From an optimization exercise on the open Yosys and OpenROAD flow, aimed at small area; shortcuts taken in it are not production practice.
At most, simulation tests tie the RTL to the original design; equivalence was not proved.
Only the layout flow was run in run 1; the RTL was not checked for function there.
Power and IR drop assume default switching activity.

==> flow/design.v <==
`timescale 1ns / 1ps
module debouncer(
   input  clk,
   input  btn_in,
   output btn_out
   );
   reg r1, r2, r3;
   always @(posedge clk) begin
       r1 <= btn_in;
       r2 <= r1;
       r3 <= r2;
   end
   assign btn_out = r3;
endmodule
`timescale 1ns / 1ps
module clk5Hz(
    input  CLK,
    input  RST,
    output HIT
    );
    localparam [23:0] END     = 24'ha691e4;
    localparam [23:0] ENDMASK = 24'hffff9f;
    reg [23:0] c;
    assign HIT = ((c ^ END) & ENDMASK) == 24'd0;
    always @(posedge CLK)
        if (RST | HIT) c <= 24'd0;
        else           c <= {c[22:0], ~(c[23] ^ c[18])};
endmodule
`timescale 1ns / 1ps
module clk66kHZ(
    input  CLK,
    input  RST,
    output reg CLKOUT,
    output RISE,
    output FALL
    );
    localparam [9:0] END     = 10'h2e7;
    localparam [9:0] ENDMASK = 10'h3fb;
    reg [9:0] c;
    wire hit = ((c ^ END) & ENDMASK) == 10'd0;
    assign RISE = hit & ~CLKOUT;
    assign FALL = hit & CLKOUT;
    always @(posedge CLK) begin
        if (RST | hit) c <= 10'd0;
        else           c <= {c[8:0], ~(c[9] ^ c[6])};
        if (RST)       CLKOUT <= 1'b0;
        else if (hit)  CLKOUT <= ~CLKOUT;
    end
endmodule
`timescale 1ns / 1ps
module PmodJSTK(
    input        CLK,
    input        RST,
    input  [1:0] SWD,       
    input        MISO,
    output       SS,
    output       SCLK,
    output       MOSI,
    output reg [2:0] B5,    
    output reg   JUP,       
    output reg   JDN        
    );
    localparam [6:0] IDLE_HI = 7'h7c;
    localparam [6:0] IDLE_LO = 7'h7e;
    localparam [6:0] PEND    = 7'h7f;
    wire iSCLK, RISE, FALL, HIT;
    clk66kHZ SerialClock(.CLK(CLK), .RST(RST), .CLKOUT(iSCLK), .RISE(RISE), .FALL(FALL));
    clk5Hz   genSndRec  (.CLK(CLK), .RST(RST), .HIT(HIT));
    function [6:0] inc7;
        input [6:0] a;
        integer i;
        reg c;
        begin
            c = 1'b1;
            for (i = 0; i < 7; i = i + 1) begin
                inc7[i] = a[i] ^ c;
                c = c & a[i];
            end
        end
    endfunction
    reg  [6:0] s;
    reg  [1:0] w;           
    reg  [4:0] sr;          
    reg  [1:0] gl;          
    wire [3:0] p   = s[3:0];
    wire [2:0] n   = s[6:4];
    wire       act = ~(s[6] & s[5]);
    wire       CE  = act & (p[3] ^ p[2]);
    assign SS   = ~act | (s == 7'd0) | (s == 7'd81);
    assign SCLK = CE & iSCLK;
    assign MOSI = act & ((p == 4'd2) | (p == 4'd3) | (p == 4'd4) | (p == 4'd14) | (p == 4'd15) |
                         ((p == 4'd0 || p == 4'd1) && n != 3'd0) |
                         ((p == 4'd10) & w[1]) | ((p == 4'd11) & w[0]));
    wire [1:0] b2 = sr[1:0];
    wire       b1 = (n == 3'd0);
    always @(posedge CLK) begin
        if (RST) begin
            s  <= IDLE_LO;
            B5 <= 3'b000;
            JUP <= 1'b0;
            JDN <= 1'b1;
        end else begin
            if (FALL & (act | (s == PEND)))
                s <= (s == 7'd81) ? IDLE_HI : inc7(s);
            else if (HIT & (s == IDLE_LO))
                s <= PEND;
            else if (HIT & (s == IDLE_HI))
                s <= IDLE_LO;
            if (FALL & (s == 7'd80)) begin
                JUP <= gl[1];
                JDN <= gl[0];
                B5  <= sr[2:0];
            end
        end
    end
    always @(posedge CLK) begin
        if (FALL & act & (p == 4'd0))
            w <= SWD;
        if (RISE & CE)
            sr <= {sr[3:0], MISO};
        if (RISE & b1 & (p == 4'd4))
            gl <= {MISO, MISO};
        else if (RISE & b1 & ((p == 4'd5) | (p == 4'd6)))
            gl <= {gl[1] | MISO, gl[0] & MISO};
        else if (FALL & b1 & (p == 4'd12))
            gl <= {gl[1] | (sr[4] & (sr[3] | sr[2] | (sr[1] & sr[0]))),
                   ~(gl[0] & sr[4] & (sr[3] | sr[2]))};
        else if (FALL & (s == 7'd28))
            gl <= {(b2 == 2'd3) | ((b2 == 2'd2) & gl[1]),
                   (b2 == 2'd0) | ((b2 == 2'd1) & gl[0])};
    end
endmodule
`timescale 1ns / 1ps
module VGAdriver(
    input        clk,
    input        reset,
    output       video_on,
    output reg   hsync,
    output reg   vsync,
    output       p_tick,
    output reg [9:0] x,
    output reg [9:0] y
    );
    function [9:0] inc10;
        input [9:0] a;
        input       ci;
        integer i;
        reg c;
        begin
            c = ci;
            for (i = 0; i < 10; i = i + 1) begin
                inc10[i] = a[i] ^ c;
                c = c & a[i];
            end
        end
    endfunction
    function ge10;
        input [9:0] a;
        input [9:0] k;
        integer i;
        reg r;
        begin
            r = 1'b1;
            for (i = 0; i < 10; i = i + 1)
                r = k[i] ? (a[i] & r) : (a[i] | r);
            ge10 = r;
        end
    endfunction
    reg [1:0] r;
    wire xc = ~r[1] & r[0];                  
    wire hend = (x == 10'd799);
    wire yc = xc & hend;
    wire vend = (y == 10'd524);
    always @(posedge clk) begin
        if (reset) begin
            r <= 2'd0;
            hsync <= 1'b0;
            vsync <= 1'b0;
        end else begin
            r <= {r[1] ^ r[0], ~r[0]};
            hsync <= ge10(x, 10'd656) & ~ge10(x, 10'd752);
            vsync <= ge10(y, 10'd513) & ~ge10(y, 10'd515);
        end
        x <= (reset | yc) ? 10'd0 : inc10(x, xc);
        y <= (reset | (yc & vend)) ? 10'd0 : inc10(y, yc);
    end
    assign video_on = ~ge10(x, 10'd640) & ~ge10(y, 10'd480);
    assign p_tick   = (r == 2'd0);
endmodule
`timescale 1ns / 1ps
module pixelGenerator(
    input        clk,
    input        reset,
    input        up,
    input        down,
    input        video_on,
    input  [9:0] x,
    input  [9:0] y,
    input        switch,
    input        jup,
    input        jdn,
    input        pause,
    output       score,
    output [1:0] pq
    );
    function ge9;
        input [8:0] a;
        input [8:0] k;
        integer i;
        reg r;
        begin
            r = 1'b1;
            for (i = 0; i < 9; i = i + 1)
                r = k[i] ? (a[i] & r) : (a[i] | r);
            ge9 = r;
        end
    endfunction
    function [9:0] add10;
        input [9:0] a;
        input [9:0] b;
        input       ci;
        integer i;
        reg c;
        begin
            c = ci;
            for (i = 0; i < 10; i = i + 1) begin
                add10[i] = a[i] ^ b[i] ^ c;
                c = (a[i] & b[i]) | (c & (a[i] ^ b[i]));
            end
        end
    endfunction
    function [8:0] step9;
        input [8:0] a;
        input       up;
        input       ci;
        integer i;
        reg c;
        begin
            c = ci;
            for (i = 0; i < 9; i = i + 1) begin
                step9[i] = a[i] ^ c;
                c = c & ~(a[i] ^ up);
            end
        end
    endfunction
    reg  [8:0] nxb, nyb;
    reg        dxn, dyn;    
    reg  [8:0] nyp;
    reg        pady_q;      
    wire refresh_tick = (y == 10'd481) && (x == 10'd0);
    wire top    = (nyb[7:0] == 8'hff);                       
    wire bottom = nyb[8] & ~ge9({1'b0, nyb[7:0]}, 9'd19);     
    wire wall   = ge9(nxb, 9'd492);                          
    wire padx   = (nxb == 9'd214) | (nxb == 9'd213);          
    wire line481 = (y == 10'd481);
    wire [8:0] din = line481 ? {~nyb[7:0], 1'b0} : y[8:0];
    wire [9:0] d10 = add10({1'b0, din}, {1'b0, nyp}, 1'b1);
    wire [8:0] d = d10[8:0];
    wire in72 = (d[8:6] == 3'd0) | ((d[8:6] == 3'd1) & (d[5:3] == 3'd0));    
    wire pady_c = (in72 | ((d[8:3] == 6'h3f) & (d[2:0] != 3'd0))) &      
                  nyb[8];                                                
    wire pady   = line481 ? pady_c : pady_q;
    wire hit_pad = ~top & ~bottom & ~wall & padx & pady;
    assign score = hit_pad;
    wire mv_up = switch ? up   : jup;
    wire mv_dn = switch ? down : jdn;
    wire pad_up = mv_up & ~ge9(nyp, 9'd508);                   
    wire pad_dn = mv_dn & ge9(nyp, 9'd107) & ~pad_up;          
    wire mv  = refresh_tick & ~pause;
    wire mup = mv & pad_up;
    wire mdn = mv & pad_dn;
    always @(posedge clk)
        if (reset) begin
            nyp <= 9'd511;
            nxb <= 9'd351;
            nyb <= 9'd391;
            dxn <= 1'b0;
            dyn <= 1'b0;
            pady_q <= 1'b0;
        end else begin
            if (line481)
                pady_q <= pady_c;
            if (!pause) begin
                if (top)          dyn <= 1'b0;
                else if (bottom)  dyn <= 1'b1;
                else if (wall)    dxn <= 1'b0;
                else if (hit_pad) dxn <= 1'b1;
            end
            nxb <= step9(nxb, dxn, mv);
            nyb <= step9(nyb, dyn, mv);
            nyp <= add10({1'b0, nyp}, {{8{mdn}}, mup, mup | mdn}, 1'b0);
        end
    wire wall_on = (x[9:3] == 7'd4);
    wire pad_on  = (x[9:2] == 8'd150) & in72;
    wire [9:0] bdx = add10({1'b0, x[9:1]}, {1'b0, nxb}, 1'b1);
    wire [9:0] bdy = add10({2'b0, y[8:1]}, {2'b0, nyb[7:0]}, 1'b1);    
    wire sq_ball_on = (bdx[8:2] == 7'd0) & (nxb[8:2] != 7'd0) & (bdy[7:2] == 6'd0) & nyb[8];
    wire [2:0] rom_addr = {bdy[1:0], y[0]};
    wire [2:0] rom_col  = {bdx[1:0], x[0]};
    wire edge_r = (rom_addr == 3'd0) | (rom_addr == 3'd7);
    wire near_r = (rom_addr == 3'd1) | (rom_addr == 3'd6);
    wire edge_c = (rom_col == 3'd0) | (rom_col == 3'd7);
    wire near_c = (rom_col == 3'd1) | (rom_col == 3'd6);
    wire rom_bit = ~(edge_c & (edge_r | near_r)) & ~(near_c & edge_r);
    wire ball_on = sq_ball_on & rom_bit;
    assign pq[1] = video_on & (wall_on | pad_on | ball_on);
    assign pq[0] = video_on & ~wall_on & ~pad_on;
endmodule
`timescale 1ns / 1ps
module scorecounter(
   input clk,
   input reset,
   input d_inc,
   output reg [3:0] dig0, dig1, dig2, dig3
   );
   function [3:0] bcdt;
       input [3:0] d;
       input       en;
       begin
           bcdt = {en & d[0] & (d[3] | (d[2] & d[1])),
                   en & d[1] & d[0],
                   en & d[0] & ~d[3],
                   en};
       end
   endfunction
   reg d_inc_q;
   always @(posedge clk)
       if (reset)
           d_inc_q <= 1'b0;
       else
           d_inc_q <= d_inc;
   wire en0 = d_inc & ~d_inc_q;
   wire en1 = en0 & dig0[3] & dig0[0];
   wire en2 = en1 & dig1[3] & dig1[0];
   wire en3 = en2 & dig2[3] & dig2[0];
   always @(posedge clk) begin
       dig0 <= reset ? 4'd0 : dig0 ^ bcdt(dig0, en0);
       dig1 <= reset ? 4'd0 : dig1 ^ bcdt(dig1, en1);
       dig2 <= reset ? 4'd0 : dig2 ^ bcdt(dig2, en2);
       dig3 <= reset ? 4'd0 : dig3 ^ bcdt(dig3, en3);
   end
endmodule
`timescale 1ns / 1ps
module sevenSeg(
    input        CLK,
    input        RST,
    input  [3:0] DIN1,
    input  [3:0] DIN2,
    input  [3:0] DIN3,
    input  [3:0] DIN4,
    output [3:0] AN,
    output [6:0] SEG
    );
    localparam [15:0] END     = 16'hc717;
    localparam [15:0] ENDMASK = 16'hf3ff;
    reg [15:0] c;
    reg        DCLK;
    reg [1:0]  a;
    reg        started;
    reg [3:0]  dig;
    wire hit = ((c ^ END) & ENDMASK) == 16'd0;
    wire [1:0] cnt = {a[1] ^ a[0], ~a[0]};
    wire [3:0] muxData = cnt[1] ? (cnt[0] ? DIN4 : DIN3) : (cnt[0] ? DIN2 : DIN1);
    always @(posedge CLK) begin
        if (RST | hit) c <= 16'd0;
        else           c <= {c[14:0], ~(c[15] ^ c[12])};
        if (RST) begin
            DCLK <= 1'b0;
            a <= 2'd3;
            started <= 1'b0;
            dig <= 4'd0;
        end else begin
            DCLK <= hit;
            if (DCLK) begin
                a <= cnt;
                started <= 1'b1;
                dig <= muxData;
            end
        end
    end
    assign AN = {~(started & a[1] & a[0]), ~(started & a[1] & ~a[0]),
                 ~(started & ~a[1] & a[0]), ~(started & ~a[1] & ~a[0])} & {4{started}};
    wire d3 = dig[3], d2 = dig[2], d1 = dig[1], d0 = dig[0];
    assign SEG[0] = ~d3 & ~d1 & (d2 ^ d0);                  
    assign SEG[1] = d2 & (d1 ^ d0);                         
    assign SEG[2] = ~d2 & d1 & ~d0;                         
    assign SEG[3] = ~d3 & ((~d1 & (d2 ^ d0)) | (d2 & d1 & d0));  
    assign SEG[4] = d0 | (d2 & ~d1);                        
    assign SEG[5] = ~d3 & ((~d2 & (d1 | d0)) | (d1 & d0));  
    assign SEG[6] = ~d3 & ((~d2 & ~d1) | (d2 & d1 & d0));   
endmodule
`timescale 1ns / 1ps
module top(
        clk, reset, up, down, hsync, vsync, rgb, pmod_switch, pause_switch,
        MISO, SW, SS, MOSI, SCLK, LED, an, seg
    );
    input clk;
    input reset;
    input up;
    input down;
    input pmod_switch;
    input pause_switch;
    output hsync;
    output vsync;
    output [11:0] rgb;
    input MISO;
    input [2:0] SW;
    output SS;
    output MOSI;
    output SCLK;
    output [2:0] LED;
    output [3:0] an;
    output [6:0] seg;
    wire w_reset, w_up, w_down, w_vid_on, w_p_tick;
    wire [9:0] w_x, w_y;
    wire [2:0] b5;
    wire jup, jdn, score;
    wire [1:0] pq_next;
    reg  [1:0] pq;
    wire [3:0] dig0, dig1, dig2, dig3;
    PmodJSTK PmodJSTK_Int(.CLK(clk), .RST(reset), .SWD({SW[1], SW[2]}), .MISO(MISO),
                          .SS(SS), .SCLK(SCLK), .MOSI(MOSI), .B5(b5), .JUP(jup), .JDN(jdn));
    assign LED = reset ? 3'b000 : {b5[1], b5[2], b5[0]};
    VGAdriver vga(.clk(clk), .reset(w_reset), .video_on(w_vid_on), .hsync(hsync), .vsync(vsync),
                  .p_tick(w_p_tick), .x(w_x), .y(w_y));
    pixelGenerator pg(.clk(clk), .reset(w_reset), .up(w_up), .down(w_down), .video_on(w_vid_on),
                      .x(w_x), .y(w_y), .switch(pmod_switch), .jup(jup), .jdn(jdn),
                      .pause(pause_switch), .score(score), .pq(pq_next));
    debouncer btReset(.clk(clk), .btn_in(reset), .btn_out(w_reset));
    debouncer btnU(.clk(clk), .btn_in(up), .btn_out(w_up));
    debouncer btnD(.clk(clk), .btn_in(down), .btn_out(w_down));
    scorecounter gs(.clk(clk), .reset(reset), .d_inc(score), .dig0(dig0), .dig1(dig1), .dig2(dig2), .dig3(dig3));
    sevenSeg display(.CLK(clk), .RST(reset), .DIN1(dig0), .DIN2(dig1), .DIN3(dig2), .DIN4(dig3),
                     .AN(an), .SEG(seg));
    always @(posedge clk)
        if (w_p_tick)
            pq <= pq_next;
    wire [3:0] nib = {pq[1], pq[1] & pq[0], pq[1], pq[0]};
    assign rgb = {nib, nib, nib};
endmodule
==> flow/flow/run.sh <==
#!/bin/bash
# Layout flow: the standard flow (standard.sh), with two changes:
#  1. after the standard synthesis, its combinational logic is mapped again
#     by ABC for area; the registers (names, cell types) are kept as they are;
#  2. the port buffers are buf_1 cells and CTS adds no dummy clock loads.
# Each tool's output goes to a log_*.log file in this folder.
set -euo pipefail
W=$PWD
R=$W/orfs/results/$FLOW_PLATFORM/top/base
LIB=$FLOW_HOME/platforms/$FLOW_PLATFORM/lib/sky130_fd_sc_hd__tt_025C_1v80.lib
YOSYS=$(command -v yosys || echo "$FLOW_HOME/../tools/install/yosys/bin/yosys")

# 1. standard synthesis
bash standard.sh synth > "$W/log_1_standard_synth.log" 2>&1
cp "$R/1_2_yosys.v" "$W/std_1_2_yosys.v"

# 2. re-map the combinational logic
python3 flow/gen_models.py "$LIB" "$W/models_comb.v" "$W/models_seq.v" > "$W/log_2_models.log" 2>&1
sed -e "s#@LIB@#$LIB#g" -e "s#@W@#$W#g" flow/resyn.ys > "$W/resyn.ys"
sed -e "s#@LIB@#$LIB#g" -e "s#@W@#$W#g" flow/equiv.ys > "$W/equiv.ys"
# use the re-mapped netlist only if it has the same registers (names and cell
# types) as the standard synthesis and is proven equal to it
if "$YOSYS" -s "$W/resyn.ys" > "$W/log_3_resyn.log" 2>&1 &&
   grep -oE '^ *sky130_fd_sc_hd__[a-z0-9_]*df[a-z0-9_]* +[^ ]+' "$W/std_1_2_yosys.v" | sort > "$W/regs_std.txt" &&
   grep -oE '^ *sky130_fd_sc_hd__[a-z0-9_]*df[a-z0-9_]* +[^ ]+' "$W/resyn.v" | sort > "$W/regs_resyn.txt" &&
   cmp "$W/regs_std.txt" "$W/regs_resyn.txt" > "$W/log_4_regs.log" 2>&1 &&
   "$YOSYS" -s "$W/equiv.ys" > "$W/log_5_equiv.log" 2>&1; then
  cp "$W/resyn.v" "$R/1_2_yosys.v"
  echo "re-mapped netlist used" > "$W/resyn_used.txt"
else
  echo "re-mapped netlist NOT used" > "$W/resyn_used.txt"
fi

# 3. the rest of the standard flow
export BUFFER_PORTS_ARGS="-buffer_cell sky130_fd_sc_hd__buf_1"
export CTS_ARGS="-sink_clustering_enable -repair_clock_nets -dont_use_dummy_load -sink_clustering_buffer sky130_fd_sc_hd__clkbuf_4 -root_buf sky130_fd_sc_hd__clkbuf_8 -buf_list {sky130_fd_sc_hd__clkbuf_4 sky130_fd_sc_hd__clkbuf_8}"
bash standard.sh > "$W/log_6_standard_layout.log" 2>&1
==> flow/flow/abc_area.script <==
strash; &get -n; &deepsyn -I 10 -J 5 -T 2000; &put; dch -f; map -a; topo
==> flow/flow/equiv.ys <==
# Prove the re-mapped netlist equal to the standard synthesis's, register by register.
read_liberty -ignore_miss_func @LIB@
read_verilog @W@/std_1_2_yosys.v
rename top gold
read_verilog @W@/resyn.v
rename top gate
proc
flatten gold gate
opt_clean
equiv_make gold gate eq
hierarchy -top eq
equiv_simple -seq 2
equiv_induct -seq 2
equiv_status -assert
==> flow/flow/gen_models.py <==
# Writes Verilog models of the sky130hd cells: combinational cells as assigns
# (from the liberty "function"), sequential cells as blackboxes.
import re, sys
lib = open(sys.argv[1]).read()
out_c = open(sys.argv[2], 'w'); out_s = open(sys.argv[3], 'w')
i = 0
for m in re.finditer(r'\n\s*cell \("(sky130_fd_sc_hd__\w+)"\)\s*\{', lib):
    name = m.group(1); start = m.end()
    # find the cell body by brace matching
    depth = 1; j = start
    while depth:
        c = lib[j]
        if c == '{': depth += 1
        elif c == '}': depth -= 1
        j += 1
    body = lib[start:j]
    pins = []
    for pm in re.finditer(r'\n\s*pin \("(\w+)"\)\s*\{', body):
        ps = pm.end(); d = 1; k = ps
        while d:
            c = body[k]
            if c == '{': d += 1
            elif c == '}': d -= 1
            k += 1
        pb = body[ps:k]
        dm = re.search(r'direction\s*:\s*"?(\w+)"?', pb)
        fm = re.search(r'\bfunction\s*:\s*"([^"]*)"', pb)
        pins.append((pm.group(1), dm.group(1) if dm else None, fm.group(1) if fm else None))
    seen=set(); pins=[p for p in pins if not (p[0] in seen or seen.add(p[0]))]
    seq = re.search(r'\n\s*(ff|latch|statetable)\s*\(', body) is not None
    ins = [p for p in pins if p[1] == 'input']
    outs = [p for p in pins if p[1] == 'output']
    if not outs: continue
    ports = ', '.join(p[0] for p in ins + outs)
    if seq or any(o[2] is None for o in outs):
        out_s.write(f"(* blackbox *) module {name}({ports});\n")
        for p in ins: out_s.write(f"  input {p[0]};\n")
        for p in outs: out_s.write(f"  output {p[0]};\n")
        out_s.write("endmodule\n")
    else:
        out_c.write(f"module {name}({ports});\n")
        for p in ins: out_c.write(f"  input {p[0]};\n")
        for p in outs:
            f = p[2].replace('!', '~')
            out_c.write(f"  output {p[0]};\n  assign {p[0]} = {f};\n")
        out_c.write("endmodule\n")
==> flow/flow/resyn.ys <==
# Re-map the standard synthesis's combinational cells; registers stay as they are.
read_verilog -lib @W@/models_seq.v
read_verilog @W@/models_comb.v
read_verilog @W@/std_1_2_yosys.v
hierarchy -top top
setattr -set keep 1 t:sky130_fd_sc_hd__*df*
flatten
opt_clean -purge
opt -full
techmap
opt -fast
abc -script @W@/flow/abc_area.script -liberty @LIB@ -dont_use sky130_fd_sc_hd__lpflow_bleeder_1 -dont_use sky130_fd_sc_hd__lpflow_clkbufkapwr_1 -dont_use sky130_fd_sc_hd__lpflow_clkbufkapwr_16 -dont_use sky130_fd_sc_hd__lpflow_clkbufkapwr_2 -dont_use sky130_fd_sc_hd__lpflow_clkbufkapwr_4 -dont_use sky130_fd_sc_hd__lpflow_clkbufkapwr_8 -dont_use sky130_fd_sc_hd__lpflow_clkinvkapwr_1 -dont_use sky130_fd_sc_hd__lpflow_clkinvkapwr_16 -dont_use sky130_fd_sc_hd__lpflow_clkinvkapwr_2 -dont_use sky130_fd_sc_hd__lpflow_clkinvkapwr_4 -dont_use sky130_fd_sc_hd__lpflow_clkinvkapwr_8 -dont_use sky130_fd_sc_hd__lpflow_decapkapwr_12 -dont_use sky130_fd_sc_hd__lpflow_decapkapwr_3 -dont_use sky130_fd_sc_hd__lpflow_decapkapwr_4 -dont_use sky130_fd_sc_hd__lpflow_decapkapwr_6 -dont_use sky130_fd_sc_hd__lpflow_decapkapwr_8 -dont_use sky130_fd_sc_hd__lpflow_inputiso0n_1 -dont_use sky130_fd_sc_hd__lpflow_inputiso0p_1 -dont_use sky130_fd_sc_hd__lpflow_inputiso1n_1 -dont_use sky130_fd_sc_hd__lpflow_inputiso1p_1 -dont_use sky130_fd_sc_hd__lpflow_inputisolatch_1 -dont_use sky130_fd_sc_hd__lpflow_isobufsrc_1 -dont_use sky130_fd_sc_hd__lpflow_isobufsrc_16 -dont_use sky130_fd_sc_hd__lpflow_isobufsrc_2 -dont_use sky130_fd_sc_hd__lpflow_isobufsrc_4 -dont_use sky130_fd_sc_hd__lpflow_isobufsrc_8 -dont_use sky130_fd_sc_hd__lpflow_isobufsrckapwr_16 -dont_use sky130_fd_sc_hd__lpflow_lsbuf_lh_hl_isowell_tap_1 -dont_use sky130_fd_sc_hd__lpflow_lsbuf_lh_hl_isowell_tap_2 -dont_use sky130_fd_sc_hd__lpflow_lsbuf_lh_hl_isowell_tap_4 -dont_use sky130_fd_sc_hd__lpflow_lsbuf_lh_isowell_4 -dont_use sky130_fd_sc_hd__lpflow_lsbuf_lh_isowell_tap_1 -dont_use sky130_fd_sc_hd__lpflow_lsbuf_lh_isowell_tap_2 -dont_use sky130_fd_sc_hd__lpflow_lsbuf_lh_isowell_tap_4 -dont_use sky130_fd_sc_hd__probe_p_8 -dont_use sky130_fd_sc_hd__probec_p_8  -dont_use sky130_fd_sc_hd__ebufn_1 -dont_use sky130_fd_sc_hd__ebufn_2 -dont_use sky130_fd_sc_hd__ebufn_4 -dont_use sky130_fd_sc_hd__ebufn_8 -dont_use sky130_fd_sc_hd__einvn_0 -dont_use sky130_fd_sc_hd__einvn_1 -dont_use sky130_fd_sc_hd__einvn_2 -dont_use sky130_fd_sc_hd__einvn_4 -dont_use sky130_fd_sc_hd__einvn_8 -dont_use sky130_fd_sc_hd__einvp_1 -dont_use sky130_fd_sc_hd__einvp_2 -dont_use sky130_fd_sc_hd__einvp_4 -dont_use sky130_fd_sc_hd__einvp_8 -dont_use sky130_fd_sc_hd__fa_1 -dont_use sky130_fd_sc_hd__fa_2 -dont_use sky130_fd_sc_hd__fa_4 -dont_use sky130_fd_sc_hd__fah_1 -dont_use sky130_fd_sc_hd__fahcin_1 -dont_use sky130_fd_sc_hd__fahcon_1 -dont_use sky130_fd_sc_hd__ha_1 -dont_use sky130_fd_sc_hd__ha_2 -dont_use sky130_fd_sc_hd__ha_4
opt_clean -purge
setattr -unset keep t:sky130_fd_sc_hd__*df*
write_verilog -noattr -nohex -nodec @W@/resyn_abc.v
design -reset
read_liberty -lib @LIB@
read_verilog @W@/resyn_abc.v
hierarchy -check -top top
hilomap -singleton -hicell sky130_fd_sc_hd__conb_1 HI -locell sky130_fd_sc_hd__conb_1 LO
insbuf -buf sky130_fd_sc_hd__buf_4 A X
check -assert
write_verilog -noattr -nohex -nodec @W@/resyn.v
tee -o @W@/resyn_stat.txt stat -liberty @LIB@
==> flow/standard.sh <==
#!/bin/bash
# synth_recipe.tcl (not shown) runs the flow's synth.tcl, then flattens the netlist and writes it again
# the make line also repeats each setting of config.mk as NAME=value (left out here)
make -C /OpenROAD-flow-scripts/flow DESIGN_CONFIG=/design/flow/config.mk WORK_HOME=/design/flow/orfs CLKGATE_MAP_FILE= SYNTH_SCRIPT=/design/flow/synth_recipe.tcl "${@:-finish}"
==> flow/config.mk <==
export PLATFORM = sky130hd
export DESIGN_NAME = top
export DESIGN_NICKNAME = top
export VERILOG_FILES = /design/flow/design.v
export SDC_FILE = /design/flow/constraint.sdc
export NUM_CORES = 4
export LEC_CHECK = 0
export CAP_MARGIN = 20
export CORE_MARGIN = 2
export CORE_UTILIZATION = 40
export SLEW_MARGIN = 20
==> flow/constraint.sdc <==
create_clock -name core_clock -period 10.0 [get_ports {clk}]
set_input_delay 2.0000 -clock core_clock [delete_from_list [all_inputs] [get_ports {clk}]]
set_output_delay 2.0000 -clock core_clock [all_outputs]
set_load 0.01 [all_outputs]
==> flow_summary.yaml, run 1 <==
cts:
  worstSkewPairLatency_ns: 0.48
  root_buffer: "clkbuf_8"
  htreeDepth: 4
  postCtsSetupRepairBufs: 0
  cts_made_buffers: 17
  clockBufferDepth: 2
  clkTransAtPathRegs_ns: 0.08
  cts_hold_buf: 0
  cts_sinks: 162
  cts_resized: 0
  cts_tree: "done"
global_routing:
  antenna_found_initial: 0
  first_global_vias: 5726
  grt_pass1_wl_um: 26700
  grt_use_total_pct: 16.8
  grt_max_degree: 41
  grt-ovfl-total: 0
worst_setup_path:
  crit_path_end: "gs.dig3[2]"
  cp_data_arrival_time_ns: 6.29
  r2r_end: "gs.dig3[2]"
  rr_startpoint: "vga.y[5]"
  critPathMaxStageDelay_ns: 0.47
  cp-startpoint: "vga.y[5]"
  cp_slowest_cell: "nor4_1"
  critPathKind: "flip-flop to flip-flop"
  crit_fanout: 9
  r2r_slack_ns: 4.07
  worstSetupStartpointType: "flip-flop"
  end_kind: "flip-flop"
  critical_path.most_common_cell: "nand2_1"
  cp.required_ns: 10.36
  worstRegToRegCells: 35
pwr:
  power_leakage_nw: 2.75
  p_comb_share_pct: 2.5
  power_density_nw_per_um2: 133
  clockPowerShare_pct: 34.2
  ir_worst_vdd_v: 0.0000993
  swShare_pct: 21.9
  p_sw_w: 0.000229
  internal_power_w: 0.000815
  p_seq_share_pct: 63.3
die:
  die_area_sq_um: 19200
  ioPinCount: 41
  die_h_um: 139
  die_w_um: 139
  rows: 49
  initial_utilization_pct: 40.6
  core_sq_um: 17800
timing:
  max_freq_ghz: 0.169
  tns_ns: 0
  maxSlewViolCount: 0
  setup_viol: 0
  fin_crit_sh_pct: 59.3
  skew_ns: 0.0414
  finalHoldViolCount: 0
  rsz0062_at_grt: "false"
  fin_crit_ns: 5.93
  slew_headroom_pct: 33.9
  fin_ws_ns: 4.07
  tightest_slew_ns: 0.981
  whs_ns: 0.321
final_layout:
  final_cell_mix: "nor2_1, clkinv_1, dfxtp_1"
  antennaDiodeCount: 0
  final_common_cell: "nor2_1"
  fill_cells: 1818
  synthToLayoutAreaGrowth_pct: 8.40
  nNetsFinal: 1063
  utilization_pct: 44.0
  layout-drive-gt1-share_pct: 2.76
routing:
  via_per_inst: 4.93
  drtPass1Iterations: 5
  drc: 0
  drt_iter0_drc: 384
  ant_nets: 0
  vias: 6315
  wire_per_inst_um: 11.9
  wl_um: 15200
hold_path:
  min_from: "btReset.r1"
  hp-class: "flip-flop to flip-flop"
place:
  dp_hpwl_um: 11300
  dpl_worst_slack_ns: 4.13
  port_buffers: 39
  place.gp.congestion: 0.898
logic_synthesis:
  yosysWarnings: 9
  post_synth_instance_area_sq_um: 7240
  synthCells: 1003
  avgSynthCellArea_sq_um: 7.22
  syn_nets: 1013
run:
  drv_cap: 0
outcome:
  status: "finished clean"
[power groups by stage]
stage	clock, W	combinational, W	sequential (W)
6_report	0.000357	0.0000262	0.000660
5_1_grt	0.000395	0.0000301	0.000661
4_1_cts	0.000374	0.0000268	0.000660
3_5_place_dp	0	0.0000268	0.000675
3_3_place_gp	0	0.0000268	0.000675
2_1_floorplan	0	0.0000176	0.000676
[routing by layer]
layer / up-vias / GRT usage (%) / routed length (um)
li1: 3395 / - / -
met1: 2791 / 22.4 / 7640
met2: 108 / 26.5 / 6750
met3: 21 / 3.59 / 550
met4: 0 / 6.77 / 291
met5: - / 0 / 0
[cell type report]
cell class	count	area, sq um	share of cell area, %
inverters	195	732	9.32
repair buffers	42	170	2.17
well taps	229	287	3.65
clock buffers	17	234	2.98
multi-input cells	635	3080	39.2
flip-flops and latches	162	3350	42.7
[worst min-delay path by stage]
stage	slack (ns)	cells after the start	end
after floorplan	0.31	0	btReset.r2
after global placement	0.31	0	btReset.r2
after detailed placement	0.31	0	btReset.r2
after CTS	0.32	0	btReset.r2
after global routing	0.32	0	btReset.r2
final	0.32	0	btReset.r2
[registers in the layout (all words and copies together), names as in the netlist, 3 cells and up]
name and cells:
display.dig 4, PmodJSTK_Int.s 7, PmodJSTK_Int.sr 5, display.c 16, PmodJSTK_Int.B5 3, PmodJSTK_Int.SerialClock.c 10
pg.nxb 9, vga.y 10, gs.dig1 4, vga.x 10, PmodJSTK_Int.genSndRec.c 24, gs.dig2 4
pg.nyb 9, gs.dig3 4, gs.dig0 4, pg.nyp 9
[through the flow]
| step | power [W] | instances | area [sq um] |
|---|---|---|---|
| after floorplan | 0.000693 | 1003 | 7240 |
| after CTS | 0.00106 | 1280 | 7850 |
| after global placement | 0.000702 | 1263 | 7620 |
| after global routing | 0.00109 | 1280 | 7850 |
| after detailed placement | 0.000702 | 1263 | 7620 |
| final | 0.00104 | 1280 | 7850 |
[critical path, delay by kind of cell (launching register included)]
family	cells	cell delay, ns
AND/OR/NAND/NOR	20	3.03
buffers and inverters	4	0.58
XOR/XNOR	1	0.16
flip-flops	1	0.39
AO/OA/AOI/OAI	9	1.48
adder cells (fa/ha/maj)	1	0.21
==> run 2: changes to the inputs <==
--- a/flow/design.v
+++ b/flow/design.v
@@ -154,23 +154,11 @@
             end
         end
     endfunction
-    function ge10;
-        input [9:0] a;
-        input [9:0] k;
-        integer i;
-        reg r;
-        begin
-            r = 1'b1;
-            for (i = 0; i < 10; i = i + 1)
-                r = k[i] ? (a[i] & r) : (a[i] | r);
-            ge10 = r;
-        end
-    endfunction
     reg [1:0] r;
     wire xc = ~r[1] & r[0];                  
-    wire hend = (x == 10'd799);
+    wire hend = x[9] & x[8] & (&x[4:0]);                    
     wire yc = xc & hend;
-    wire vend = (y == 10'd524);
+    wire vend = y[9] & y[3] & y[2];                         
     always @(posedge clk) begin
         if (reset) begin
             r <= 2'd0;
@@ -178,13 +166,13 @@
             vsync <= 1'b0;
         end else begin
             r <= {r[1] ^ r[0], ~r[0]};
-            hsync <= ge10(x, 10'd656) & ~ge10(x, 10'd752);
-            vsync <= ge10(y, 10'd513) & ~ge10(y, 10'd515);
+            hsync <= x[9] & x[7] & (x[6] | x[5] | x[4]) & ~(x[6] & x[5] & x[4]);
+            vsync <= y[9] & ~y[3] & ~y[2] & (y[1] ^ y[0]);
         end
         x <= (reset | yc) ? 10'd0 : inc10(x, xc);
         y <= (reset | (yc & vend)) ? 10'd0 : inc10(y, yc);
     end
-    assign video_on = ~ge10(x, 10'd640) & ~ge10(y, 10'd480);
+    assign video_on = ~(x[9] & (x[8] | x[7])) & ~(y[9] | (y[8] & y[7] & y[6] & y[5]));
     assign p_tick   = (r == 2'd0);
 endmodule
 `timescale 1ns / 1ps
@@ -247,12 +235,12 @@
     reg        dxn, dyn;    
     reg  [8:0] nyp;
     reg        pady_q;      
-    wire refresh_tick = (y == 10'd481) && (x == 10'd0);
+    wire line481 = (y[8:5] == 4'hf) & (y[4:0] == 5'd1);      
+    wire refresh_tick = line481 & (x == 10'd0);
     wire top    = (nyb[7:0] == 8'hff);                       
     wire bottom = nyb[8] & ~ge9({1'b0, nyb[7:0]}, 9'd19);     
     wire wall   = ge9(nxb, 9'd492);                          
     wire padx   = (nxb == 9'd214) | (nxb == 9'd213);          
-    wire line481 = (y == 10'd481);
     wire [8:0] din = line481 ? {~nyb[7:0], 1'b0} : y[8:0];
     wire [9:0] d10 = add10({1'b0, din}, {1'b0, nyp}, 1'b1);
     wire [8:0] d = d10[8:0];
@@ -291,7 +279,7 @@
             nyp <= add10({1'b0, nyp}, {{8{mdn}}, mup, mup | mdn}, 1'b0);
         end
     wire wall_on = (x[9:3] == 7'd4);
-    wire pad_on  = (x[9:2] == 8'd150) & in72;
+    wire pad_on  = x[9] & (x[7:2] == 6'b010110) & in72;       
     wire [9:0] bdx = add10({1'b0, x[9:1]}, {1'b0, nxb}, 1'b1);
     wire [9:0] bdy = add10({2'b0, y[8:1]}, {2'b0, nyb[7:0]}, 1'b1);    
     wire sq_ball_on = (bdx[8:2] == 7'd0) & (nxb[8:2] != 7'd0) & (bdy[7:2] == 6'd0) & nyb[8];
@@ -355,31 +343,30 @@
     localparam [15:0] ENDMASK = 16'hf3ff;
     reg [15:0] c;
     reg        DCLK;
-    reg [1:0]  a;
+    reg [1:0]  cnt;
     reg        started;
     reg [3:0]  dig;
     wire hit = ((c ^ END) & ENDMASK) == 16'd0;
-    wire [1:0] cnt = {a[1] ^ a[0], ~a[0]};
     wire [3:0] muxData = cnt[1] ? (cnt[0] ? DIN4 : DIN3) : (cnt[0] ? DIN2 : DIN1);
     always @(posedge CLK) begin
         if (RST | hit) c <= 16'd0;
         else           c <= {c[14:0], ~(c[15] ^ c[12])};
         if (RST) begin
             DCLK <= 1'b0;
-            a <= 2'd3;
+            cnt <= 2'd0;
             started <= 1'b0;
             dig <= 4'd0;
         end else begin
             DCLK <= hit;
             if (DCLK) begin
-                a <= cnt;
+                cnt <= {cnt[1] ^ cnt[0], ~cnt[0]};
                 started <= 1'b1;
                 dig <= muxData;
             end
         end
     end
-    assign AN = {~(started & a[1] & a[0]), ~(started & a[1] & ~a[0]),
-                 ~(started & ~a[1] & a[0]), ~(started & ~a[1] & ~a[0])} & {4{started}};
+    assign AN = {~(~cnt[1] & ~cnt[0]), ~(cnt[1] & cnt[0]),
+                 ~(cnt[1] & ~cnt[0]), ~(~cnt[1] & cnt[0])} & {4{started}};
     wire d3 = dig[3], d2 = dig[2], d1 = dig[1], d0 = dig[0];
     assign SEG[0] = ~d3 & ~d1 & (d2 ^ d0);                  
     assign SEG[1] = d2 & (d1 ^ d0);                         
==> flow/flow/abc_area.script (replaced) <==
strash; &get -n; &deepsyn -I 10 -J 5 -T 2000; &put; dch -f; amap; topo
==> run 2 against run 1 <==
Against the previous run:
- hold slack better by 0.0088 ns
- clock skew down 0.013 ns
- critical path depth down 9
- sequential share of layout area down 3.1 points
- critical path type unchanged
- first-iteration DRC count down 39%
- design area up 7.8%
- clock-buffer cell count unchanged
- highest routed layer unchanged
- setup slack worse by 0.63 ns
- sequential cell count unchanged
==> flow_summary.yaml, run 2 <==
outcome:
  status: "finished clean"
pwr:
  power_w: 0.00104
  ir_worst_vdd_v: 0.0000732
  power_leakage_nw: 3.39
  power_density_nw_per_um2: 123
place:
  dp.cells: 1064
  port_buffers: 39
  dp_hpwl_um: 10600
  place.gp.congestion: 0.814
worst_setup_path:
  cp.required_ns: 10.32
  end_kind: "flip-flop"
  crit_fanout: 8
  worstSetupStartpointType: "flip-flop"
  cp_data_arrival_time_ns: 6.88
  critPathKind: "flip-flop to flip-flop"
timing:
  whs_ns: 0.330
  rsz0062_at_grt: "false"
  maxSlewViolCount: 0
  finalHoldViolCount: 0
  max_freq_ghz: 0.152
  tightest_slew_ns: 0.934
  skew_ns: 0.0279
  tns_ns: 0
  fin_crit_ns: 6.56
  fin_crit_sh_pct: 65.6
  setup_viol: 0
  slew_headroom_pct: 37.2
routing:
  wire_per_inst_um: 13.6
  via_per_inst: 4.98
  wl_um: 14700
  vias: 5387
  drt_iter0_drc: 235
  ant_nets: 0
  drtPass1Iterations: 4
  drc: 0
die:
  core_sq_um: 19400
  die_h_um: 145
  ioPinCount: 41
  die_w_um: 145
  initial_utilization_pct: 40.7
  rows: 51
  die_area_sq_um: 20900
final_layout:
  final_cell_mix: "dfxtp_1, nor2_1, and2_1"
  regMostFlops: "PmodJSTK_Int.genSndRec.c"
  layout-drive-gt1-share_pct: 6.62
  largest_reg_flops: 24
  instances_no_fill: 1081
  nNetsFinal: 902
  reg.largest.list: "PmodJSTK_Int.genSndRec.c (24), display.c (16)"
  synthToLayoutAreaGrowth_pct: 7.18
  antennaDiodeCount: 0
  fill_cells: 1909
  final_common_cell: "dfxtp_1"
logic_synthesis:
  synth_xor_xnor_area_share_pct: 5.21
  synthMuxAreaShare_pct: 3.50
  yosys-top-cells-area: "dfxtp_1, ha_1, fa_1"
  avgSynthCellArea_sq_um: 9.97
  synth_edf_count: 11
  synth_fa_ha_area_share_pct: 14.3
  synth_top_area_share_pct: 38.3
  ys_async_sr_fraction_pct: 0
  synth-main-ff-cell: "dfxtp_1"
  syn_nets: 876
  yosysWarnings: 9
  ys_top_cells_by_count: "dfxtp_1, and2_1, nor2_1, ha_1, inv_1"
  synth_area_leader_cell: "dfxtp_1"
  synthCells: 792
  synth_most_common_cell: "dfxtp_1"
  synth_seq_cells: 162
  synth_top_family_by_area: "simple AND/OR/NAND/NOR gates"
  ys_types: 60
  post_synth_instance_area_sq_um: 7900
  ys_seq_area_share_pct: 42.5
  synth-compound-area-share_pct: 7.05
  synth-simple-area-share_pct: 23.6
global_routing:
  use_met1_pct: 20.5
  grt_max_degree: 64
  grt_pass1_wl_um: 25100
  antenna_found_initial: 0
  first_global_vias: 5126
  top_usage_layer: "met2"
  grt-ovfl-total: 0
  gr-usage-met2_pct: 24.3
  grt_use_met3_pct: 3.64
  grt_use_total_pct: 15.3
cts:
  postCtsSetupRepairBufs: 0
  cts_made_buffers: 17
  clkTransAtPathRegs_ns: 0.08
  cts_resized: 0
  clockBufferDepth: 2
  cts_hold_buf: 0
  root_buffer: "clkbuf_8"
  worstSkewPairLatency_ns: 0.46
  htreeDepth: 4
  cts_sinks: 162
  cts_tree: "done"
run:
  drv_cap: 0
hold_path:
  hp-class: "flip-flop to flip-flop"
[run 2: report_power, final]
part           internal, W  total [W]  switching (W)
sequential        0.000658   0.000662     0.00000379
clock             0.000150   0.000353       0.000203
combinational   0.00000820  0.0000248      0.0000166
[run 2: final timing paths]
path / slack (ns) / start / to / cells past startpoint
worst max-delay path: 3.44 / vga.y[0] / gs.dig3[1] / 26
worst min register to register: 0.33 / btReset.r2 / btReset.r3 / 0
worst min-delay path: 0.33 / btReset.r2 / btReset.r3 / 0
worst max register to register: 3.44 / vga.y[0] / gs.dig3[1] / 26
[run 2: per-layer routing]
metal,vias to the layer above,wire (um)
met2,92,6700
met3,17,549
met4,0,174
li1,2750,-
met5,-,0
met1,2528,7310
[run 2: logic make-up (layout without fill, tap and decap cells)]
| family | after synthesis | after routing |
|---|---|---|
| xor gates and xnor gates | 47 | 47 |
| buffers and inverters | 72 | 96 |
| AOI/OAI and AO/OA | 87 | 87 |
| muxes | 22 | 22 |
| DFF | 162 | 162 |
| and+or+nand+nor | 328 | 328 |
| adders and majority gates | 74 | 74 |
[run 2: critical path, cell delays in order (launching register included)]
cell and delay [ns]:
dfxtp_1 0.41, ha_1 0.19, nor4b_1 0.34, nand3_1 0.33
nor2_1 0.17, a21oi_1 0.07, fa_1 0.46, fa_1 0.42
fa_1 0.39, inv_1 0.08, fa_1 0.16, inv_1 0.05
fa_1 0.37, inv_1 0.08, fa_1 0.16, inv_1 0.05
fa_1 0.51, nor4b_1 0.39, nand4_1 0.14, mux2i_1 0.27
o211ai_1 0.14, a21boi_0 0.24, nor4_1 0.42, ha_1 0.22
nor2b_1 0.19, xnor2_1 0.13, nor2_1 0.05
[run 2: final cells by class]
| type | count | area [sq um] | share of cell area [%] |
|---|---|---|---|
| clock buffer | 17 | 234 | 2.76 |
| inverter | 38 | 143 | 1.68 |
| multi-input combinational | 558 | 4240 | 50.1 |
| sequential | 162 | 3350 | 39.6 |
| tap | 265 | 332 | 3.92 |
| timing repair buffer | 41 | 163 | 1.92 |
[run 2: metrics by stage]
stage | area [sq um] | util [%] | setup slack (ns)
after floorplan | 7900 | - | 4.22
after global placement | 8230 | 42.4 | 3.47
after detailed placement | 8230 | 42.4 | 3.43
after CTS | 8470 | 43.6 | 3.44
after global routing | 8470 | 43.6 | 2.79
final | 8470 | 43.6 | 3.44
==> run 3: changes to the inputs <==
--- a/flow/design.v
+++ b/flow/design.v
@@ -18,13 +18,13 @@
     input  RST,
     output HIT
     );
-    localparam [23:0] END     = 24'ha691e4;
-    localparam [23:0] ENDMASK = 24'hffff9f;
+    localparam [23:0] END     = 24'h9d8f5c;
+    localparam [23:0] ENDMASK = 24'hffffbb;
     reg [23:0] c;
     assign HIT = ((c ^ END) & ENDMASK) == 24'd0;
     always @(posedge CLK)
         if (RST | HIT) c <= 24'd0;
-        else           c <= {c[22:0], ~(c[23] ^ c[18])};
+        else           c <= {~c[22:0], ~(c[23] ^ c[18])};
 endmodule
 `timescale 1ns / 1ps
 module clk66kHZ(
@@ -34,15 +34,15 @@
     output RISE,
     output FALL
     );
-    localparam [9:0] END     = 10'h2e7;
-    localparam [9:0] ENDMASK = 10'h3fb;
+    localparam [9:0] END     = 10'h25b;
+    localparam [9:0] ENDMASK = 10'h3fd;
     reg [9:0] c;
     wire hit = ((c ^ END) & ENDMASK) == 10'd0;
     assign RISE = hit & ~CLKOUT;
     assign FALL = hit & CLKOUT;
     always @(posedge CLK) begin
         if (RST | hit) c <= 10'd0;
-        else           c <= {c[8:0], ~(c[9] ^ c[6])};
+        else           c <= {~c[8:0], ~(c[9] ^ c[8])};
         if (RST)       CLKOUT <= 1'b0;
         else if (hit)  CLKOUT <= ~CLKOUT;
     end
@@ -339,8 +339,8 @@
     output [3:0] AN,
     output [6:0] SEG
     );
-    localparam [15:0] END     = 16'hc717;
-    localparam [15:0] ENDMASK = 16'hf3ff;
+    localparam [15:0] END     = 16'hbd0d;
+    localparam [15:0] ENDMASK = 16'hfff7;
     reg [15:0] c;
     reg        DCLK;
     reg [1:0]  cnt;
@@ -350,7 +350,7 @@
     wire [3:0] muxData = cnt[1] ? (cnt[0] ? DIN4 : DIN3) : (cnt[0] ? DIN2 : DIN1);
     always @(posedge CLK) begin
         if (RST | hit) c <= 16'd0;
-        else           c <= {c[14:0], ~(c[15] ^ c[12])};
+        else           c <= {~c[14:0], ~(c[15] ^ c[12])};
         if (RST) begin
             DCLK <= 1'b0;
             cnt <= 2'd0;
==> run 3 against run 2 <==
Against the previous run:
- setup slack worse by 0.073 ns
- register-to-register slack worse by 0.07 ns
- design area down 1.1%
- final cell count down 0.19%
- still clean
==> flow_summary.yaml, run 3 <==
timing:
  slew_headroom_pct: 53.3
  max_freq_ghz: 0.151
  tightest_slew_ns: 0.699
  fin_crit_sh_pct: 66.4
  rsz0062_at_grt: "false"
  fin_crit_ns: 6.64
  skew_ns: 0.0257
  tns_ns: 0
  maxSlewViolCount: 0
  setup_viol: 0
  finalHoldViolCount: 0
die:
  core_sq_um: 19300
  rows: 51
  die_h_um: 144
  die_w_um: 144
  die_area_sq_um: 20700
  initial_utilization_pct: 40.5
  ioPinCount: 41
pwr:
  p_seq_share_pct: 63.9
  swShare_pct: 21.7
  p_sw_w: 0.000231
  p_comb_share_pct: 3.1
  power_density_nw_per_um2: 127
  ir_worst_vdd_v: 0.0000747
  clockPowerShare_pct: 33.0
  internal_power_w: 0.000834
  power_leakage_nw: 3.35
cts:
  htreeDepth: 4
  cts_made_buffers: 17
  clkTransAtPathRegs_ns: 0.08
  cts_tree: "done"
  cts_hold_buf: 0
  cts_resized: 0
  clockBufferDepth: 2
  root_buffer: "clkbuf_8"
  worstSkewPairLatency_ns: 0.44
  postCtsSetupRepairBufs: 0
  cts_sinks: 162
run:
  drv_cap: 0
global_routing:
  use_met1_pct: 20.3
  first_global_vias: 4991
  antenna_found_initial: 0
  grt_max_degree: 53
  grt_use_total_pct: 15.0
  grt-ovfl-total: 0
  grt_use_met3_pct: 3.67
  grt_pass1_wl_um: 24700
  gr-usage-met2_pct: 24.0
  top_usage_layer: "met2"
final_layout:
  final_common_cell: "dfxtp_1"
  instances_no_fill: 1079
  regMostFlops: "PmodJSTK_Int.genSndRec.c"
  largest_reg_flops: 24
  reg.largest.list: "PmodJSTK_Int.genSndRec.c (24), display.c (16)"
  final_cell_mix: "dfxtp_1, nor2_1, ha_1"
  fill_cells: 1891
  synthToLayoutAreaGrowth_pct: 6.99
  antennaDiodeCount: 0
  layout-drive-gt1-share_pct: 6.39
  nNetsFinal: 900
logic_synthesis:
  yosys-top-cells-area: "dfxtp_1, ha_1, fa_1"
  synth_seq_cells: 162
  synth-main-ff-cell: "dfxtp_1"
  synth_top_area_share_pct: 38.6
  ys_top_cells_by_count: "dfxtp_1, nor2_1, ha_1, inv_1, clkbuf_1"
  syn_nets: 880
  synth-compound-area-share_pct: 6.78
  avgSynthCellArea_sq_um: 9.83
  synthCells: 796
  ys_types: 65
  ys_async_sr_fraction_pct: 0
  post_synth_instance_area_sq_um: 7830
  synth-simple-area-share_pct: 22.7
  synthMuxAreaShare_pct: 3.92
  synth_edf_count: 11
  synth_most_common_cell: "dfxtp_1"
  ys_seq_area_share_pct: 42.8
  synth_area_leader_cell: "dfxtp_1"
  synth_xor_xnor_area_share_pct: 5.15
  yosysWarnings: 9
  synth_fa_ha_area_share_pct: 14.4
  synth_top_family_by_area: "simple AND/OR/NAND/NOR gates"
worst_setup_path:
  cp.required_ns: 10.31
  cp_data_arrival_time_ns: 6.95
  critPathKind: "flip-flop to flip-flop"
  worstSetupStartpointType: "flip-flop"
  crit_fanout: 8
  rr_startpoint: "vga.y[0]"
  cp-startpoint: "vga.y[0]"
  end_kind: "flip-flop"
routing:
  vias: 5338
  drc: 0
  drt_iter0_drc: 203
  ant_nets: 0
  wire_per_inst_um: 13.4
  via_per_inst: 4.95
  wl_um: 14500
  drtPass1Iterations: 5
place:
  place.gp.congestion: 0.826
  port_buffers: 39
  dp_hpwl_um: 10600
  dp.cells: 1062
hold_path:
  min_from: "btReset.r2"
  hp-class: "flip-flop to flip-flop"
outcome:
  status: "finished clean"
-- run 3: final cells by class --
type / instances / area [sq um] / area share, %
clock buffer: 17 / 234 / 2.79
inverter: 37 / 139 / 1.66
multi-input combinational: 556 / 4150 / 49.5
sequential: 162 / 3350 / 40.0
tap: 265 / 332 / 3.96
timing repair buffer: 42 / 170 / 2.03
-- run 3: worst max-delay path, cell delays in order (launching register included) --
cell and delay [ns]:
dfxtp_1 0.39, ha_1 0.16, or4b_4 0.50, or2_2 0.38
nor2_1 0.12, a21oi_1 0.07, fa_1 0.45, fa_1 0.42
fa_1 0.39, inv_1 0.08, fa_1 0.16, inv_1 0.05
fa_1 0.39, inv_1 0.09, fa_1 0.17, inv_1 0.05
fa_1 0.51, nor4b_1 0.37, nand4_1 0.14, mux2i_1 0.26
o211ai_1 0.24, and2_1 0.29, nor3_1 0.26, ha_1 0.20
nor2b_1 0.19, xnor2_1 0.14, nor2_1 0.05
-- run 3: power groups by stage --
stage	Sequential, W	Combinational [W]	Clock (W)
after detailed placement	0.000696	0.0000334	0
after global placement	0.000696	0.0000327	0
after floorplan	0.000693	0.0000268	0
after global routing	0.000683	0.0000384	0.000391
final	0.000681	0.0000328	0.000351
after CTS	0.000681	0.0000334	0.000369
-- run 3: kinds of logic (layout without fill, tap and decap cells) --
logic type / count (synthesis) / count (layout)
xor gates and xnor gates: 46 / 46
adders and majority gates: 74 / 74
DFF: 162 / 162
AOI/OAI and AO/OA: 84 / 84
buffers and inverters: 78 / 96
and+or+nand+nor: 327 / 327
muxes: 25 / 25
-- run 3: layer usage --
metal  up-vias  share of wire (%)
met3         7                3.2
met1      2528                 50
met2        65                 46
met4         0               0.76
li1       2738                  -
met5         -                  0
-- run 3: final timing paths --
check / end / slack (ns) / depth (start not counted)
worst max register to register: gs.dig2[1] / 3.36 / 26
worst max-delay path: gs.dig2[1] / 3.36 / 26
worst min register to register: btReset.r3 / 0.33 / 0
worst min-delay path: btReset.r3 / 0.33 / 0
-- run 3: metrics by stage --
step	instance area [sq um]	total power [W]	util, %	hold slack (ns)	worst slack, ns
after detailed placement	8140	0.000729	42.1	0.313	3.35
after CTS	8370	0.00108	43.3	0.329	3.33
after global routing	8370	0.00111	43.3	0.331	2.88
after floorplan	7830	0.000719	-	0.310	3.85
after global placement	8140	0.000728	42.1	0.311	3.36
final	8370	0.00106	43.3	0.327	3.36
==> run 4: changes to the inputs <==
--- a/flow/design.v
+++ b/flow/design.v
@@ -135,8 +135,8 @@
     input        clk,
     input        reset,
     output       video_on,
-    output reg   hsync,
-    output reg   vsync,
+    output       hsync,
+    output       vsync,
     output       p_tick,
     output reg [9:0] x,
     output reg [9:0] y
@@ -162,16 +162,21 @@
     always @(posedge clk) begin
         if (reset) begin
             r <= 2'd0;
-            hsync <= 1'b0;
-            vsync <= 1'b0;
         end else begin
             r <= {r[1] ^ r[0], ~r[0]};
-            hsync <= x[9] & x[7] & (x[6] | x[5] | x[4]) & ~(x[6] & x[5] & x[4]);
-            vsync <= y[9] & ~y[3] & ~y[2] & (y[1] ^ y[0]);
         end
         x <= (reset | yc) ? 10'd0 : inc10(x, xc);
         y <= (reset | (yc & vend)) ? 10'd0 : inc10(y, yc);
     end
+    wire r2 = r[1] & ~r[0];
+    wire x0 = (x == 10'd0);
+    wire hs_cur  = x[9] & x[7] & (x[6] | x[5] | x[4]) & ~(x[6] & x[5] & x[4]);   
+    wire hs_prev = x[9] & x[7] & ((x[6] | x[5] | x[4]) & ~(x[6] & x[5] & x[4]) & ~(x[6:0] == 7'd16) |
+                                  (x[6:0] == 7'd112));                          
+    assign hsync = r2 ? hs_prev : hs_cur;
+    wire vs_cur  = y[9] & ~y[3] & ~y[2] & (y[1] ^ y[0]);                         
+    wire vs_prev = y[9] & ~y[3] & ~y[2] & y[1];                                
+    assign vsync = (r2 & x0) ? vs_prev : vs_cur;
     assign video_on = ~(x[9] & (x[8] | x[7])) & ~(y[9] | (y[8] & y[7] & y[6] & y[5]));
     assign p_tick   = (r == 2'd0);
 endmodule
--- a/flow/flow/equiv.ys
+++ b/flow/flow/equiv.ys
@@ -4,6 +4,9 @@
 rename top gold
 read_verilog @W@/resyn.v
 rename top gate
+# auto-generated names (_123_) differ between the two netlists: hide them so
+# that only ports and registers are paired by name
+rename -hide gold/w:_* gold/c:_* gate/w:_* gate/c:_*
 proc
 flatten gold gate
 opt_clean
--- a/flow/flow/resyn.ys
+++ b/flow/flow/resyn.ys
@@ -18,7 +18,7 @@
 read_verilog @W@/resyn_abc.v
 hierarchy -check -top top
 hilomap -singleton -hicell sky130_fd_sc_hd__conb_1 HI -locell sky130_fd_sc_hd__conb_1 LO
-insbuf -buf sky130_fd_sc_hd__buf_4 A X
+insbuf -buf sky130_fd_sc_hd__buf_1 A X
 check -assert
 write_verilog -noattr -nohex -nodec @W@/resyn.v
 tee -o @W@/resyn_stat.txt stat -liberty @LIB@
==> run 4 against run 3 <==
Against the previous run:
- still clean on timing, DRC and antenna
- hold slack better by 0.00096 ns
- first-iteration DRC count is 74% higher
- combinational power down 4%
- largest cell class is now registers
- largest power group unchanged
==> flow_summary.yaml, run 4 <==
outcome:
  status: "finished clean"
final_layout:
  nNetsFinal: 930
  utilization_pct: 44.8
  final_common_cell: "nor2_1"
  layout-drive-gt1-share_pct: 2.29
  synthToLayoutAreaGrowth_pct: 9.41
  final_cell_mix: "nor2_1, dfxtp_1, clkinv_1"
  reg.largest.list: "PmodJSTK_Int.genSndRec.c (24), display.c (16)"
  largest_reg_flops: 24
  fin_area_sq_um: 7420
  instances_no_fill: 1138
  regMostFlops: "PmodJSTK_Int.genSndRec.c"
  antennaDiodeCount: 0
cts:
  worstSkewPairLatency_ns: 0.44
  cts_made_buffers: 17
  cts_resized: 0
  cts_hold_buf: 0
  htreeDepth: 4
  root_buffer: "clkbuf_8"
  clockBufferDepth: 2
  cts_tree: "done"
  cts_sinks: 160
  postCtsSetupRepairBufs: 0
  clkTransAtPathRegs_ns: 0.07
routing:
  ant_nets: 0
  drc: 0
  via_per_inst: 5.10
  vias: 5805
  wire_per_inst_um: 12.7
  drt_iter0_drc: 353
  wl_um: 14400
  drtPass1Iterations: 5
die:
  initial_utilization_pct: 40.9
  die_h_um: 134
  rows: 47
  core_sq_um: 16600
  die_area_sq_um: 18000
  die_w_um: 134
  ioPinCount: 41
timing:
  rsz0062_at_grt: "false"
  fin_crit_ns: 5.85
  skew_ns: 0.0287
  tns_ns: 0
  tightest_slew_ns: 0.685
  fin_ws_ns: 4.15
  slew_headroom_pct: 53.7
  finalHoldViolCount: 0
  fin_crit_sh_pct: 58.5
  setup_viol: 0
  max_freq_ghz: 0.171
  maxSlewViolCount: 0
worst_setup_path:
  critPathKind: "flip-flop to flip-flop"
  critPathMaxStageDelay_ns: 0.48
  crit_fanout: 10
  cp_slowest_cell: "or4_1"
  worstSetupStartpointType: "flip-flop"
  cp_data_arrival_time_ns: 6.23
  end_kind: "flip-flop"
  r2r_slack_ns: 4.15
  cp.required_ns: 10.38
global_routing:
  grt_pass1_wl_um: 24800
  grt-ovfl-total: 0
  grt_use_total_pct: 16.9
  grt_max_degree: 42
  antenna_found_initial: 0
  first_global_vias: 5402
hold_path:
  hp-class: "flip-flop to flip-flop"
logic_synthesis:
  syn_nets: 880
  synthCells: 870
  yosysWarnings: 9
  post_synth_instance_area_sq_um: 6780
  avgSynthCellArea_sq_um: 7.80
place:
  place.gp.congestion: 0.847
  dp_hpwl_um: 10500
  dp.cells: 1121
  dpl_worst_slack_ns: 4.16
  port_buffers: 39
  placed_area_sq_um: 7190
pwr:
  power_density_nw_per_um2: 142
  power_leakage_nw: 2.55
  ir_worst_vdd_v: 0.000110
run:
  drv_cap: 0
run 4: per-layer routing:
layer	vias up	wire [um]	track usage, %
li1	3134	-	-
met1	2579	7390	22.8
met2	80	6450	27.1
met3	12	463	3.97
met4	0	142	4.62
met5	-	0	0
run 4: cell type report:
| type | instances | area, sq um |
|---|---|---|
| timing repair buffer | 42 | 170 |
| tap | 220 | 275 |
| sequential | 160 | 3310 |
| clock buffer | 17 | 234 |
| fill | 1694 | 9160 |
| inverter | 105 | 394 |
| multi-input combinational | 594 | 3040 |
run 4: stage by stage:
step / hold WS, ns / power [W]
CTS: 0.330 / 0.00107
detailed placement: 0.314 / 0.000718
global placement: 0.312 / 0.000717
floorplan: 0.310 / 0.000704
finish: 0.328 / 0.00105
global route: 0.337 / 0.00110
run 4: worst paths after layout:
| path | start | endpoint | cells after the start |
|---|---|---|---|
| min | btnD.r1 | btnD.r2 | 0 |
| max | vga.y[7] | gs.dig3[3] | 31 |
| max reg2reg | vga.y[7] | gs.dig3[3] | 31 |
| min reg2reg | btnD.r1 | btnD.r2 | 0 |
run 4: power breakdown:
part / internal [W] / switching (W) / total [W] / leakage [nW]
clock: 0.000150 / 0.000201 / 0.000351 / 0.122
sequential: 0.000662 / 0.00000903 / 0.000671 / 1.32
combinational: 0.0000107 / 0.0000207 / 0.0000315 / 1.11
total: 0.000823 / 0.000231 / 0.00105 / 2.55
run 4: critical path, delay by kind of cell (launching register included):
kind / cells / cell delay, ns
simple gates: 20 / 3.53
compound gates: 10 / 1.63
flops: 1 / 0.45
buf+inv: 1 / 0.18

-- port drivers added, routing unchanged --
No port has a modelled driver above. Below, the same layouts with a new extraction and two added sets of constraints. Step 1, drivers: a clkbuf_16 drives clk and a buf_2 each remaining input, both assumed. Step 2 adds t to the input delays and takes it off the output delays; t is the mean of the earliest and latest rising clock arrival at the registers after step 1. Input paths then give back, and output paths get back, about the clock's delay inside the block. a / b / c = ideal / step 1 / step 2; a / b = the first two.
run	t, ns	setup slack, ns	hold slack, ns	worst register clock-pin slew, ns	worst slew at a driven data input, ns
run 1	0.495	4.069 / 4.069 / 4.069	0.321 / 0.321 / 0.321	0.10 / 0.10	0.03
run 2	0.481	3.437 / 3.437 / 3.437	0.330 / 0.330 / 0.330	0.10 / 0.10	0.03
run 3	0.469	3.365 / 3.365 / 3.365	0.327 / 0.327 / 0.327	0.09 / 0.09	0.03
run 4	0.470	4.154 / 4.154 / 4.154	0.328 / 0.328 / 0.328	0.09 / 0.09	0.03
After both steps every run listed still meets setup and hold.
